This design comes from an exercise in tuning for small area, a short achievable clock period and few clock cycles per item on the open sky130 flow, not from production work. Function was checked by simulation only, so behaviour that the tests miss may differ from the original. Power and IR drop assume default switching activity.

==> build 92: inputs <==
## PipeIntMul
module PipeIntMul(
  input  [31:0] intA,
  input  [31:0] intB,
  output [63:0] longP,
  input         val_op,
  output        commit,
  output        oprand_rdy,
  input         clk,
  input         reset
);
  reg [31:0] a0_r;
  reg [15:0] one0_r;
  reg [15:0] two0_r;
  reg [15:0] neg0_r;
  reg b31_r;
  reg [137:0] m0_r;
  reg [63:0] p_r;
  reg [2:0] val_r;
  assign oprand_rdy = 1'b1;
  assign commit = val_r[2];
  assign longP = p_r;
  wire pp_0_0;
  wire pp_0_1;
  wire pp_0_2;
  wire pp_0_3;
  wire pp_0_4;
  wire pp_0_5;
  wire pp_0_6;
  wire pp_0_7;
  wire pp_0_8;
  wire pp_0_9;
  wire pp_0_10;
  wire pp_0_11;
  wire pp_0_12;
  wire pp_0_13;
  wire pp_0_14;
  wire pp_0_15;
  wire pp_0_16;
  wire pp_0_17;
  wire pp_0_18;
  wire pp_0_19;
  wire pp_0_20;
  wire pp_0_21;
  wire pp_0_22;
  wire pp_0_23;
  wire pp_0_24;
  wire pp_0_25;
  wire pp_0_26;
  wire pp_0_27;
  wire pp_0_28;
  wire pp_0_29;
  wire pp_0_30;
  wire pp_0_31;
  wire pp_0_32;
  wire ns1;
  wire pp_1_0;
  ...
Settings: LEC_CHECK=0, ABC_AREA=1, CAP_MARGIN=20, CORE_MARGIN=2, CORE_UTILIZATION=40, SETUP_SLACK_MARGIN=5, SLEW_MARGIN=20, SYNTH_HIERARCHICAL=1, SYNTH_MINIMUM_KEEP_SIZE=0, TNS_END_PERCENT=100; clock period 9.0 ns.
run.sh (not shown) runs the stock make flow with config.mk's settings and CLKGATE_MAP_FILE= SYNTH_SCRIPT=/design/flow/synth_recipe.tcl, a recipe that flattens the netlist after the stock synthesis.
==> build 3: changes against build 92 <==
==> flow/flow/run.sh (new file) <==
#!/bin/bash
# Own layout flow: the standard ORFS flow (standard.sh, with its synthesis
# unchanged) with two knobs set on the make command line:
#  - SETUP_SLACK_MARGIN: timing repair aims this many ns below the clock period
#    (flow/margin.txt), so the achieved period is pushed down;
set -euo pipefail
MARGIN=$(cat flow/margin.txt 2>/dev/null || echo 5)
bash standard.sh SETUP_SLACK_MARGIN="$MARGIN" TNS_END_PERCENT=100 \
  BUFFER_PORTS_ARGS="-buffer_cell sky130_fd_sc_hd__buf_1" finish > flow_make.log 2>&1
==> flow/flow/margin.txt (new file) <==
5.5
==> flow/standard.sh (new file) <==
#!/bin/bash
# synth_recipe.tcl (not shown) runs the flow's synth.tcl, then flattens the netlist and writes it again
# the make line also repeats each setting of config.mk as NAME=value (left out here)
make -C /OpenROAD-flow-scripts/flow DESIGN_CONFIG=/design/flow/config.mk WORK_HOME=/design/flow/orfs CLKGATE_MAP_FILE= SYNTH_SCRIPT=/design/flow/synth_recipe.tcl "${@:-finish}"
==> flow/config.mk (replaced) <==
export PLATFORM = sky130hd
export DESIGN_NAME = PipeIntMul
export DESIGN_NICKNAME = PipeIntMul
export VERILOG_FILES = /design/flow/design.v
export SDC_FILE = /design/flow/constraint.sdc
export NUM_CORES = 4
export LEC_CHECK = 0
export CAP_MARGIN = 20
export CORE_MARGIN = 2
export CORE_UTILIZATION = 60
export CTS_BUF_LIST = sky130_fd_sc_hd__clkbuf_4 sky130_fd_sc_hd__clkbuf_8
export SLEW_MARGIN = 20
export SYNTH_HIERARCHICAL = 1
export SYNTH_MINIMUM_KEEP_SIZE = 0
removed: flow/run.sh
==> trial 43: changes against build 92 <==
==> flow/flow/run.sh (new file) <==
#!/bin/bash
# Own layout flow: the standard ORFS flow (standard.sh, with its synthesis
# unchanged) with two knobs set on the make command line:
#  - SETUP_SLACK_MARGIN: timing repair aims this many ns below the clock period
#    (flow/margin.txt), so the achieved period is pushed down;
set -euo pipefail
MARGIN=$(cat flow/margin.txt 2>/dev/null || echo 5)
bash standard.sh SETUP_SLACK_MARGIN="$MARGIN" TNS_END_PERCENT=100 \
  BUFFER_PORTS_ARGS="-buffer_cell sky130_fd_sc_hd__buf_1" finish > flow_make.log 2>&1
==> flow/flow/margin.txt (new file) <==
5
==> flow/standard.sh (new file) <==
#!/bin/bash
# synth_recipe.tcl (not shown) runs the flow's synth.tcl, then flattens the netlist and writes it again
# the make line also repeats each setting of config.mk as NAME=value (left out here)
make -C /OpenROAD-flow-scripts/flow DESIGN_CONFIG=/design/flow/config.mk WORK_HOME=/design/flow/orfs CLKGATE_MAP_FILE= SYNTH_SCRIPT=/design/flow/synth_recipe.tcl "${@:-finish}"
==> flow/config.mk (replaced) <==
export PLATFORM = sky130hd
export DESIGN_NAME = PipeIntMul
export DESIGN_NICKNAME = PipeIntMul
export VERILOG_FILES = /design/flow/design.v
export SDC_FILE = /design/flow/constraint.sdc
export NUM_CORES = 4
export LEC_CHECK = 0
export CAP_MARGIN = 20
export CORE_MARGIN = 2
export CORE_UTILIZATION = 60
export CTS_BUF_LIST = sky130_fd_sc_hd__clkbuf_4 sky130_fd_sc_hd__clkbuf_8
export SLEW_MARGIN = 20
export SYNTH_HIERARCHICAL = 1
export SYNTH_MINIMUM_KEEP_SIZE = 0
removed: flow/run.sh
==> comparison table <==
| metric | build 3 | build 92 | trial 43 |
|---|---|---|---|
| Run status | complete, no violations | complete, no violations | complete, no violations |
| Count of cell instances traversed by the critical path | 8 | 8 | 12 |
| Via Count | 26.3k | 25.8k | 23.3k |
| Number of instances resized during post-cts repair | 158 | 10 | 13 |
| Worst setup slack before clock tree synthesis | 4.94 ns | 4.81 ns | 4.91 ns |
| Post-synthesis share of cell area spent on full adders, half adders and majority gates | 36.9% | 35.0% | 36.9% |
| Clock network power consumption | 1.28 mW | 1.47 mW | 1.37 mW |
| Cell Area, Synth | 0.0296 mm^2 | 0.0312 mm^2 | 0.0296 mm^2 |
| Maximum resistive drop on vdd | 0.325 mV | 0.235 mV | 0.290 mV |
| Maximum fanout along the worst path | 8 | 33 | 6 |
| Fraction of the cycle the final worst path needs | 41.6% | 45.0% | 43.4% |
| FILL cells | 3,278 | 7,542 | 4,032 |
| Effective utilization at floorplan | 60.7% | 40.4% | 60.7% |
| Avg WL per Cell | 33.5 um | 24.4 um | 29.4 um |
| Most frequent standard cell in the layout excluding fill and tap cells | sky130_fd_sc_hd__xnor2_1 | sky130_fd_sc_hd__nand2_1 | sky130_fd_sc_hd__xnor2_1 |
Testbench counts of build 92, summed over its fixed seeds: cycles 816, items 800.
Testbench counts of build 3, summed over its fixed seeds: cycles 816, items 800.
Testbench counts of trial 43, summed over its fixed seeds: cycles 816, items 800.

static timing again, ports no longer ideal:
How much do the figures lean on ideal ports? The routed layouts below were timed once more, with nothing changed but the port constraints. Step 1 assumes that a clkbuf_16 drives the clock port and a buf_2 every other input. Step 2 times the ports against the registers' clock, not the clock port: input delays grow and output delays shrink by t, the midpoint of the rising clock arrivals with the driver on. a / b / c = ideal / step 1 / step 2; a / b = the first two.
| run | shift t [ns] | setup slack, ns | hold WS [ns] | pins driven straight from the clock port |
|---|---|---|---|---|
| build 92 | 0.631 | 4.947 / 4.947 / 4.947 | 0.403 / 0.403 / 0.403 | 1 |
| build 3 | 0.695 | 5.252 / 5.252 / 5.252 | 0.448 / 0.448 / 0.448 | 1 |
| trial 43 | 0.701 | 5.094 / 5.094 / 5.094 | 0.450 / 0.450 / 0.450 | 1 |
After both steps setup and hold are still met in every run listed.
